Context: an optimization exercise on an open-source flow, tuned for small area. The choices shown serve that exercise and are no tape-out recipe. The RTL was checked by simulation tests, not by an equivalence proof against the original design.

==> try-juniper <==
==> flow/design.v (excerpt) <==
module odo_keccak800(clk, rst, in, read, out, write);
    input clk;
    input rst;
    input [639:0] in;
    input read;
    output [255:0] out;
    output write;
    keccak_hasher #(640, 4) hash(clk, rst, in, read, out, write);
endmodule
export LEC_CHECK = 0
export CAP_MARGIN = 20
export CORE_MARGIN = 2
export CORE_UTILIZATION = 30
export GPL_TIMING_DRIVEN = 0
export PLACE_DENSITY = 0.4
export SLEW_MARGIN = 20
export SYNTH_HIERARCHICAL = 1
export SYNTH_MINIMUM_KEEP_SIZE = 0
create_clock -name core_clock -period 5.0 [get_ports {clk}]
run.sh (not shown) runs the stock make flow with config.mk's settings and CLKGATE_MAP_FILE= SYNTH_SCRIPT=/design/flow/synth_recipe.tcl, a recipe that flattens the netlist after the stock synthesis.
==> inputs of try-amber, as changes to try-juniper <==
==> flow/config.mk (replaced) <==
export PLATFORM = sky130hd
export DESIGN_NAME = odo_keccak800
export DESIGN_NICKNAME = odo_keccak800
export VERILOG_FILES = /design/flow/design.v
export SDC_FILE = /design/flow/constraint.sdc
export NUM_CORES = 4
export LEC_CHECK = 0
export CAP_MARGIN = 35
export CORE_MARGIN = 2
export CORE_UTILIZATION = 28
export CTS_BUF_LIST = sky130_fd_sc_hd__clkbuf_8
export PLACE_DENSITY = 0.36
export SETUP_SLACK_MARGIN = 0.5
export SLEW_MARGIN = 35
export SYNTH_HIERARCHICAL = 1
export SYNTH_MINIMUM_KEEP_SIZE = 0
==> comparison <==
- try-juniper ran to the end with violations: max-capacitance violations, max-slew violations, negative setup slack. try-amber ran to the end with violations: max-capacitance violations, max-slew violations, negative setup slack.
- Of try-amber and try-juniper, try-juniper has the higher first-iteration DRC count (gap about 4.6%, measured against try-juniper).
- In try-juniper the final cell count is smaller than in try-amber, by about 5.4%.
- In sequential cell count, try-juniper and try-amber do not differ.
- Between try-juniper and try-amber, the lower clock skew is in try-juniper (gap 0.073 ns).
- Against try-amber, the via count of try-juniper is smaller by 0.86%.
- Against try-juniper, the utilization of try-amber is lower by 2.1 points.
==> figures <==
Status: try-amber complete, but fails checks; try-juniper complete, but fails checks
Reasons for failing layout checks: try-amber max-capacitance violations, max-slew violations, negative setup slack; try-juniper max-capacitance violations, max-slew violations, negative setup slack
Worst path setup slack after routing: try-amber -0.310 ns; try-juniper -0.855 ns
Routed vias: try-amber 137k; try-juniper 136k
Final setup violating endpoints: try-amber 1; try-juniper 192
Final area over synthesized area: try-amber 1.353x; try-juniper 1.330x
Peak Freq: try-amber 188 MHz; try-juniper 171 MHz
Standard-cell rows: try-amber 255; try-juniper 246
Non-clock buffer instance count of the final layout: try-amber 2486; try-juniper 1253
Routability congestion estimate from global placement: try-amber 1.24; try-juniper 1.26
Worst slack, placed: try-amber -0.00348 ns; try-juniper -0.978 ns
Reg2Reg Setup Slack: try-amber -0.31 ns; try-juniper -0.85 ns

* * *

==> run a: inputs <==
odo_keccak800 again, from the RTL that the note above started with.
==> flow/design.v (excerpt) <==
module odo_keccak800(clk, rst, in, read, out, write);
    input clk;
    input rst;
    input [639:0] in;
    input read;
    output [255:0] out;
    output write;
    keccak_hasher #(640, 4) hash(clk, rst, in, read, out, write);
endmodule
==> module keccak_hasher, before the edit <==
module keccak_hasher(clk, rst, in, read, out, write);
    parameter WIDTH = 0;  
    parameter THROUGHPUT = 0;  
    localparam ROUNDS = 12;
    input clk;
    input rst;
    input [WIDTH-1:0] in;
    input read;
    output [255:0] out;
    output write;
    genvar i;
    reg [799:0] ra, rb, rc;
    reg [ROUNDS-1:0] progress;
    wire [807:0] padded = {8'h35, {799-WIDTH{1'b0}}, 1'b1, in};
    function [7:0] key;
        input integer r;
        integer j;
        reg [7:0] k;
        begin
            k = 8'h35;
            for (j = 0; j < r; j = j+1)
                k = {k[3]^k[4]^k[6]^k[7], k[2]^k[3]^k[5]^k[6], k[1]^k[2]^k[4]^k[5],
                     k[0]^k[1]^k[3]^k[4], k[0]^k[2]^k[4]^k[5]^k[7], k[1]^k[5]^k[6]^k[7],
                     k[0]^k[4]^k[5]^k[6], k[7]};
            key = k;
        end
    endfunction
    wire [7:0] key_a = (progress[0] ? key(0) : 8'b0) | (progress[3] ? key(3) : 8'b0) |
                       (progress[6] ? key(6) : 8'b0) | (progress[9] ? key(9) : 8'b0);
    wire [7:0] key_b = (progress[1] ? key(1) : 8'b0) | (progress[4] ? key(4) : 8'b0) |
                       (progress[7] ? key(7) : 8'b0) | (progress[10] ? key(10) : 8'b0);
    wire [7:0] key_c = (progress[2] ? key(2) : 8'b0) | (progress[5] ? key(5) : 8'b0) |
                       (progress[8] ? key(8) : 8'b0) | (progress[11] ? key(11) : 8'b0);
    wire load = ~(progress[2] | progress[5] | progress[8]);
    wire load_next = rst | ~(progress[1] | progress[4] | progress[7]);
    wire [799:0] xa, xb, xc, start_n, ta_n, tb, tc;
    keccak_rpci #(1) rpci_a(ra, key_a, xa);
    keccak_theta     theta_b(xa, tb);
    keccak_rpci #(0) rpci_b(rb, key_b, xb);
    keccak_theta     theta_c(xb, tc);
    keccak_rpci #(0) rpci_c(rc, key_c, xc);
    generate
    for (i = 0; i < 20; i = i+1)
    begin : muxes
        keccak_muxn #(32) mux(clk, load_next, xc[((i)*(32)) +: 32], padded[((i)*(32)) +: 32], start_n[((i)*(32)) +: 32]);
    end
    endgenerate
    assign start_n[799:640] = ~(load ? padded[799:640] : xc[799:640]);
    keccak_theta     theta_a(start_n, ta_n);
    always @(posedge clk)
    begin
        ra <= ta_n;
        rb <= tb;
        rc <= tc;
        progress <= rst ? {ROUNDS{1'b0}} : {progress[ROUNDS-2:0], read};
    end
    assign out = xc[255:0];
    assign write = progress[ROUNDS-1];
endmodule
export LEC_CHECK = 0
export CAP_MARGIN = 10
export CORE_MARGIN = 2
export CORE_UTILIZATION = 45
export CTS_BUF_LIST = sky130_fd_sc_hd__clkbuf_8
export GPL_TIMING_DRIVEN = 0
export PLACE_DENSITY = 0.55
export SLEW_MARGIN = 10
export SYNTH_HIERARCHICAL = 1
export SYNTH_MINIMUM_KEEP_SIZE = 0
create_clock -name core_clock -period 5.0 [get_ports {clk}]
==> inputs of run b, as changes to run a <==
- CAP_MARGIN: 10 -> 20
- CORE_UTILIZATION: 45 -> 25
- CTS_BUF_LIST: sky130_fd_sc_hd__clkbuf_8 -> default
- GPL_TIMING_DRIVEN: 0 -> default
- PLACE_DENSITY: 0.55 -> 0.32
- SLEW_MARGIN: 10 -> 20
==> inputs of run c, as changes to run a <==
--- a/flow/design.v
+++ b/flow/design.v
@@ -221,7 +221,8 @@
     output write;
     genvar i;
     reg [799:0] ra, rb, rc;
-    reg [ROUNDS-1:0] progress;
+    reg [ROUNDS:0] progress;
+    reg [255:0] result;
     wire [807:0] padded = {8'h35, {799-WIDTH{1'b0}}, 1'b1, in};
     function [7:0] key;
         input integer r;
@@ -263,10 +264,11 @@
         ra <= ta_n;
         rb <= tb;
         rc <= tc;
-        progress <= rst ? {ROUNDS{1'b0}} : {progress[ROUNDS-2:0], read};
-    end
-    assign out = xc[255:0];
-    assign write = progress[ROUNDS-1];
+        progress <= rst ? {(ROUNDS+1){1'b0}} : {progress[ROUNDS-1:0], read};
+        result <= xc[255:0];
+    end
+    assign out = result;
+    assign write = progress[ROUNDS];
 endmodule
 module odo_keccak800(clk, rst, in, read, out, write);
     input clk;
- CAP_MARGIN: 10 -> 40
- CORE_UTILIZATION: 45 -> 25
- PLACE_DENSITY: 0.55 -> 0.32
- SETUP_SLACK_MARGIN: default -> 0.6
- SLEW_MARGIN: 10 -> 40
==> flow_summary.json <==
{
  "postPlaceCellArea_mm2": 0.153,
  "last-stage-reached": "global routing",
  "cts-resized-gates": 1,
  "post_synth_inst_count": 12976,
  "chipWidth_um": 552,
  "htree_num_levels": 5,
  "status": "stopped before the end",
  "firstError": "[ERROR GRT-0116] Global routing finished with congestion. Check the congestion regions in the DRC Viewer."
}
# the run above: run a

==> flow_summary.json <==
{
  "status": "complete, no violations",
  "postPlaceCellArea_mm2": 0.180,
  "most_common_cell_after_layout_fill_and_taps_aside": "sky130_fd_sc_hd__xor2_1",
  "max_freq_ghz": 0.206,
  "regArea_mm2": 0.0542,
  "htree_num_levels": 6,
  "clkLatencyLatePin_ps": 1440,
  "chipWidth_um": 754,
  "cts-resized-gates": 85,
  "post_synth_inst_count": 13234,
  "grtUsageTotal": 0.518,
  "wire_length_on_met1_um": 583000
}
# the run above: run c

==> flow_summary.json <==
{
  "checkFailReasons": "capacitance limit, slew limit, setup timing",
  "worstSetupPathDepth": 8,
  "final_setup_viols": 1,
  "chipWidth_um": 740,
  "use_met1": 0.615,
  "status": "failed layout checks",
  "cap_violations": 2,
  "final-max-slew-violation-count": 13,
  "post_synth_inst_count": 12976,
  "finalWorstSetupSlack_ps": -104,
  "postPlaceCellArea_mm2": 0.169
}
# the run above: run b


* * *

==> inputs of job 9414 <==
==> flow/design.v <==
module keccak_next_round(in, out);
    input [7:0] in;
    output [7:0] out;
    assign out[0] = in[7];
    assign out[1] = in[0]^ in[4]^ in[5]^ in[6];
    assign out[2] = in[1]^ in[5]^ in[6]^ in[7];
    assign out[3] = in[0]^ in[2]^ in[4]^ in[5]^ in[7];
    assign out[4] = in[0]^ in[1]^ in[3]^ in[4];
    assign out[5] = in[1]^ in[2]^ in[4]^ in[5];
    assign out[6] = in[2]^ in[3]^ in[5]^ in[6];
    assign out[7] = in[3]^ in[4]^ in[6]^ in[7];
endmodule
module keccak_key_expand(in, out);
    input [7:0] in;
    output [31:0] out;
    assign out = {in[5], 15'b0, in[4], 7'b0, in[3], 3'b0, in[2], 1'b0, in[1], in[0]};
endmodule
module keccak_xor(a, b, y);
    parameter W = 32;
    input [W-1:0] a;
    input [W-1:0] b;
    output [W-1:0] y;
    assign y = a ^ b;
endmodule
module keccak_xnor(a, b, y);
    parameter W = 32;
    input [W-1:0] a;
    input [W-1:0] b;
    output [W-1:0] y;
    assign y = ~(a ^ b);
endmodule
module keccak_orn(a, b, y);
    parameter W = 32;
    input [W-1:0] a;
    input [W-1:0] b;
    output [W-1:0] y;
    assign y = a | (~b);
endmodule
module keccak_muxn(clk, s_next, a, b, y);
    parameter W = 32;
    input clk;
    input s_next;
    input [W-1:0] a;
    input [W-1:0] b;
    output [W-1:0] y;
    reg s;
    always @(posedge clk)
        s <= s_next;
    assign y = ~(s ? b : a);
endmodule
module keccak_theta(in, out);
    input [799:0] in;
    output [799:0] out;
    wire [159:0] p01, p23, p03, parity, rotated, d;
    genvar i;
    generate
    for (i = 0; i < 5; i = i+1)
    begin : loop1
        keccak_xor x01(in[((i)*(32)) +: 32], in[((i+5)*(32)) +: 32], p01[((i)*(32)) +: 32]);
        keccak_xor x23(in[((i+10)*(32)) +: 32], in[((i+15)*(32)) +: 32], p23[((i)*(32)) +: 32]);
        keccak_xor x03(p01[((i)*(32)) +: 32], p23[((i)*(32)) +: 32], p03[((i)*(32)) +: 32]);
        keccak_xor x04(p03[((i)*(32)) +: 32], in[((i+20)*(32)) +: 32], parity[((i)*(32)) +: 32]);
        assign rotated[((i)*(32)) +: 32] = {parity[32*i+30:32*i], parity[32*i+31]};
    end
    for (i = 0; i < 5; i = i+1)
    begin : loop2
        keccak_xor xd(parity[(((i+4)%5)*(32)) +: 32], rotated[(((i+1)%5)*(32)) +: 32], d[((i)*(32)) +: 32]);
    end
    endgenerate
    generate
    for (i = 0; i < 25; i = i+1)
    begin : loop3
        keccak_xor xo(in[((i)*(32)) +: 32], d[((i%5)*(32)) +: 32], out[((i)*(32)) +: 32]);
    end
    endgenerate
endmodule
module keccak_rho(in, out);
    input [799:0] in;
    output [799:0] out;
    assign out = {
        in[785:768],in[799:786],
        in[743:736],in[767:744],
        in[706:704],in[735:707],
        in[701:672],in[703:702],
        in[653:640],in[671:654],
        in[631:608],in[639:632],
        in[586:576],in[607:587],
        in[560:544],in[575:561],
        in[530:512],in[543:531],
        in[502:480],in[511:503],
        in[472:448],in[479:473],
        in[422:416],in[447:423],
        in[404:384],in[415:405],
        in[373:352],in[383:374],
        in[348:320],in[351:349],
        in[299:288],in[319:300],
        in[264:256],in[287:265],
        in[249:224],in[255:250],
        in[211:192],in[223:212],
        in[187:160],in[191:188],
        in[132:128],in[159:133],
        in[99:96],in[127:100],
        in[65:64],in[95:66],
        in[62:32],in[63:63],
        in[31:0]
    };
endmodule
module keccak_pi(in, out);
    input [799:0] in;
    output [799:0] out;
    genvar x;
    genvar y;
    generate
    for (x = 0; x < 5; x = x+1)
    begin : outer
        for (y = 0; y < 5; y = y+1)
        begin : loop
            assign out[(((((0*x+1*y)%5)+5*((2*x+3*y)%5)))*(32)) +: 32] = in[(((((x)%5)+5*((y)%5)))*(32)) +: 32];
        end
    end
    endgenerate
endmodule
module keccak_chi_iota(in, roundkey, out);
    parameter INV = 0;
    input [799:0] in;
    input [7:0] roundkey;
    output [799:0] out;
    wire [31:0] expanded = {roundkey[5], 15'b0, roundkey[4], 7'b0, roundkey[3], 3'b0,
                            roundkey[2], 1'b0, roundkey[1], roundkey[0]};
    genvar i;
    generate
    for (i = 0; i < 25; i = i+1)
    begin : loop
        localparam i1 = i-(i%5)+((i+1)%5);
        localparam i2 = i-(i%5)+((i+2)%5);
        wire [31:0] a;
        wire [31:0] t;
        if (i == 0)
        begin : lane0
            assign a = in[((i)*(32)) +: 32] ^ expanded;
        end
        else
        begin : lanen
            assign a = in[((i)*(32)) +: 32];
        end
        if (INV)
        begin : inv
            keccak_orn n(in[((i2)*(32)) +: 32], in[((i1)*(32)) +: 32], t);
            keccak_xor x(a, t, out[((i)*(32)) +: 32]);
        end
        else
        begin : noinv
            keccak_orn n(in[((i1)*(32)) +: 32], in[((i2)*(32)) +: 32], t);
            keccak_xnor x(a, t, out[((i)*(32)) +: 32]);
        end
    end
    endgenerate
endmodule
module keccak_rpci(in, roundkey, out);
    parameter INV = 0;  
    input [799:0] in;
    input [7:0] roundkey;
    output [799:0] out;
    function [799:0] rho;
        input [799:0] in;
        rho = {
            in[785:768],in[799:786],
            in[743:736],in[767:744],
            in[706:704],in[735:707],
            in[701:672],in[703:702],
            in[653:640],in[671:654],
            in[631:608],in[639:632],
            in[586:576],in[607:587],
            in[560:544],in[575:561],
            in[530:512],in[543:531],
            in[502:480],in[511:503],
            in[472:448],in[479:473],
            in[422:416],in[447:423],
            in[404:384],in[415:405],
            in[373:352],in[383:374],
            in[348:320],in[351:349],
            in[299:288],in[319:300],
            in[264:256],in[287:265],
            in[249:224],in[255:250],
            in[211:192],in[223:212],
            in[187:160],in[191:188],
            in[132:128],in[159:133],
            in[99:96],in[127:100],
            in[65:64],in[95:66],
            in[62:32],in[63:63],
            in[31:0]
        };
    endfunction
    function [799:0] pi;
        input [799:0] in;
        integer x, y;
        begin
            pi = 800'b0;
            for (x = 0; x < 5; x = x+1)
                for (y = 0; y < 5; y = y+1)
                    pi[(((((0*x+1*y)%5)+5*((2*x+3*y)%5)))*(32)) +: 32] = in[(((((x)%5)+5*((y)%5)))*(32)) +: 32];
        end
    endfunction
    keccak_chi_iota #(INV) chi (pi(rho(in)), roundkey, out);
endmodule
module keccak_padding(in, out);
    parameter WIDTH = 0;
    input [WIDTH-1:0] in;
    output [807:0] out;
    assign out = {8'h35, {799-WIDTH{1'b0}}, 1'b1, in};
endmodule
module keccak_hasher(clk, rst, in, read, out, write);
    parameter WIDTH = 0;  
    parameter THROUGHPUT = 0;  
    localparam ROUNDS = 12;
    input clk;
    input rst;
    input [WIDTH-1:0] in;
    input read;
    output [255:0] out;
    output write;
    genvar i;
    reg [799:0] ra, rb, rc;
    reg [ROUNDS-1:0] progress;
    wire [807:0] padded = {8'h35, {799-WIDTH{1'b0}}, 1'b1, in};
    function [7:0] key;
        input integer r;
        integer j;
        reg [7:0] k;
        begin
            k = 8'h35;
            for (j = 0; j < r; j = j+1)
                k = {k[3]^k[4]^k[6]^k[7], k[2]^k[3]^k[5]^k[6], k[1]^k[2]^k[4]^k[5],
                     k[0]^k[1]^k[3]^k[4], k[0]^k[2]^k[4]^k[5]^k[7], k[1]^k[5]^k[6]^k[7],
                     k[0]^k[4]^k[5]^k[6], k[7]};
            key = k;
        end
    endfunction
    wire [7:0] key_a = (progress[0] ? key(0) : 8'b0) | (progress[3] ? key(3) : 8'b0) |
                       (progress[6] ? key(6) : 8'b0) | (progress[9] ? key(9) : 8'b0);
    wire [7:0] key_b = (progress[1] ? key(1) : 8'b0) | (progress[4] ? key(4) : 8'b0) |
                       (progress[7] ? key(7) : 8'b0) | (progress[10] ? key(10) : 8'b0);
    wire [7:0] key_c = (progress[2] ? key(2) : 8'b0) | (progress[5] ? key(5) : 8'b0) |
                       (progress[8] ? key(8) : 8'b0) | (progress[11] ? key(11) : 8'b0);
    wire load = ~(progress[2] | progress[5] | progress[8]);
    wire load_next = rst | ~(progress[1] | progress[4] | progress[7]);
    wire [799:0] xa, xb, xc, start_n, ta_n, tb, tc;
    keccak_rpci #(1) rpci_a(ra, key_a, xa);
    keccak_theta     theta_b(xa, tb);
    keccak_rpci #(0) rpci_b(rb, key_b, xb);
    keccak_theta     theta_c(xb, tc);
    keccak_rpci #(0) rpci_c(rc, key_c, xc);
    generate
    for (i = 0; i < 20; i = i+1)
    begin : muxes
        keccak_muxn #(32) mux(clk, load_next, xc[((i)*(32)) +: 32], padded[((i)*(32)) +: 32], start_n[((i)*(32)) +: 32]);
    end
    endgenerate
    assign start_n[799:640] = ~(load ? padded[799:640] : xc[799:640]);
    keccak_theta     theta_a(start_n, ta_n);
    always @(posedge clk)
    begin
        ra <= ta_n;
        rb <= tb;
        rc <= tc;
        progress <= rst ? {ROUNDS{1'b0}} : {progress[ROUNDS-2:0], read};
    end
    assign out = xc[255:0];
    assign write = progress[ROUNDS-1];
endmodule
module odo_keccak800(clk, rst, in, read, out, write);
    input clk;
    input rst;
    input [639:0] in;
    input read;
    output [255:0] out;
    output write;
    keccak_hasher #(640, 4) hash(clk, rst, in, read, out, write);
endmodule
==> flow/flow/run.sh <==
#!/bin/bash
# The standard layout (the standard.sh: the standard synthesis and the
# standard ORFS steps), with one change: the buffer that ORFS puts on every
# input and output port is the platform's smallest buffer (buf_1) instead of
# ORFS's default choice. make's full output goes to standard_flow.log in the
# work folder.
set -euo pipefail
export BUFFER_PORTS_ARGS="-buffer_cell sky130_fd_sc_hd__buf_1"
bash standard.sh "BUFFER_PORTS_ARGS=$BUFFER_PORTS_ARGS" finish > standard_flow.log 2>&1
==> flow/standard.sh <==
#!/bin/bash
# synth_recipe.tcl (not shown) runs the flow's synth.tcl, then flattens the netlist and writes it again
# the make line also repeats each setting of config.mk as NAME=value (left out here)
make -C /OpenROAD-flow-scripts/flow DESIGN_CONFIG=/design/flow/config.mk WORK_HOME=/design/flow/orfs CLKGATE_MAP_FILE= SYNTH_SCRIPT=/design/flow/synth_recipe.tcl "${@:-finish}"
==> flow/config.mk <==
export PLATFORM = sky130hd
export DESIGN_NAME = odo_keccak800
export DESIGN_NICKNAME = odo_keccak800
export VERILOG_FILES = /design/flow/design.v
export SDC_FILE = /design/flow/constraint.sdc
export NUM_CORES = 4
export LEC_CHECK = 0
export CAP_MARGIN = 32
export CORE_MARGIN = 2
export CORE_UTILIZATION = 25
export CTS_BUF_LIST = sky130_fd_sc_hd__clkbuf_8
export PLACE_DENSITY = 0.32
export SETUP_SLACK_MARGIN = 0.6
export SLEW_MARGIN = 32
export SYNTH_HIERARCHICAL = 1
export SYNTH_MINIMUM_KEEP_SIZE = 0
==> flow/constraint.sdc <==
create_clock -name core_clock -period 5.0 [get_ports {clk}]
set_input_delay 1.0000 -clock core_clock [delete_from_list [all_inputs] [get_ports {clk}]]
set_output_delay 1.0000 -clock core_clock [all_outputs]
set_load 0.01 [all_outputs]
==> job 3093 (differences from job 9414) <==
==> flow/run.sh (new file) <==
#!/bin/bash
# synth_recipe.tcl (not shown) runs the flow's synth.tcl, then flattens the netlist and writes it again
# the make line also repeats each setting of config.mk as NAME=value (left out here)
make -C /OpenROAD-flow-scripts/flow DESIGN_CONFIG=/design/flow/config.mk WORK_HOME=/design/flow/orfs CLKGATE_MAP_FILE= SYNTH_SCRIPT=/design/flow/synth_recipe.tcl finish
- CAP_MARGIN: 32 -> 50
- GPL_TIMING_DRIVEN: unset -> 0
- SETUP_SLACK_MARGIN: 0.6 -> 0.7
- SLEW_MARGIN: 32 -> 50
removed: flow/flow/run.sh
removed: flow/standard.sh
==> metrics.md <==
| Metric | Value |
|---|---|
| Clk tree area frac | `approximately 5.2%` |
| Worst Path Required | `a little over 6 ns` |
| Worst R2R End | `hash.ra[484]$_DFF_P_` |
| Placement Setup Slack | `-0.5245 ns` |
| Non-clock buffer count | `roughly 1500` |
| Crit-path cells | `buf_6 -> buf_8 -> mux2i_1 -> xor2_1 -> xor2_1 -> xor2_1 -> xor2_2 -> xor2_4` |
| Reg-to-Reg Start | `hash.muxes[16].mux.s$_DFF_P_` |
| Post-route ant nets | `1` |
| Status | `finished with violations` |
| Layout Check Fails | `antenna violations` |
| First-pass GRT wire length | `between 1500000 and 2000000 µm` |
The numbers above come from job 3093.

==> metrics.md <==
| Metric | Value |
|---|---|
| Crit-path cells | `xnor2_1 -> mux2i_1 -> xor2_1 -> xor2_1 -> xor2_1 -> xor2_2 -> xor2_1 -> buf_4` |
| CP endpoint | `hash.ra[477]$_DFF_P_` |
| Post-route ant nets | `0` |
| Reg-to-Reg Start | `hash.rc[528]$_DFF_P_` |
| Worst Path Required | `approximately 6.2 ns` |
| First-pass GRT wire length | `1759000 µm` |
| Status | `no timing/DRC/antenna violations` |
| Worst R2R End | `hash.ra[477]$_DFF_P_` |
| Crit path DAT | `around 6 ns` |
The numbers above come from job 9414.

[port drivers added, routing unchanged]
No port has a modelled driver above. Below, the same layouts with a new extraction and two added sets of constraints. Step 1 (the two cells are an assumption about what drives the block):
set clk [get_ports {clk}]
set_driving_cell -lib_cell sky130_fd_sc_hd__clkbuf_16 $clk
set_driving_cell -lib_cell sky130_fd_sc_hd__buf_2 [delete_from_list [all_inputs] $clk]
Step 2 times the ports against the registers' clock, not the clock port: input delays grow and output delays shrink by t, the midpoint of the rising clock arrivals with the driver on. Three values: no drivers, after step 1, after step 2; two values: the first two.
| run | t, ns | setup slack, ns | worst hold slack (ns) | worst setup path at the end |
|---|---|---|---|---|
| try-juniper | 1.168 | -0.855 / -0.855 / -1.151 | 0.498 / 0.406 / 0.498 | input to register |
| try-amber | 1.482 | -0.310 / -0.310 / -0.484 | 0.250 / 0.132 / 0.496 | input to register |
| run b | 1.188 | -0.104 / -0.104 / -0.104 | 0.524 / 0.524 / 0.524 | register to register |
| run c | 1.526 | 0.142 / 0.142 / -0.105 | 0.217 / 0.125 / 0.503 | input to register |
| job 9414 | 1.461 | 0.277 / 0.277 / 0.097 | 0.057 / -0.038 / 0.510 | input to register |
| job 3093 | 1.492 | 0.294 / 0.294 / 0.155 | 0.157 / 0.055 / 0.523 | input to register |
Met with ideal ports but missed after step 2: setup timing in run c. For try-juniper, which loses most, drivers alone change the setup slack by 0.000 ns; drivers and shift together by -0.296 ns.
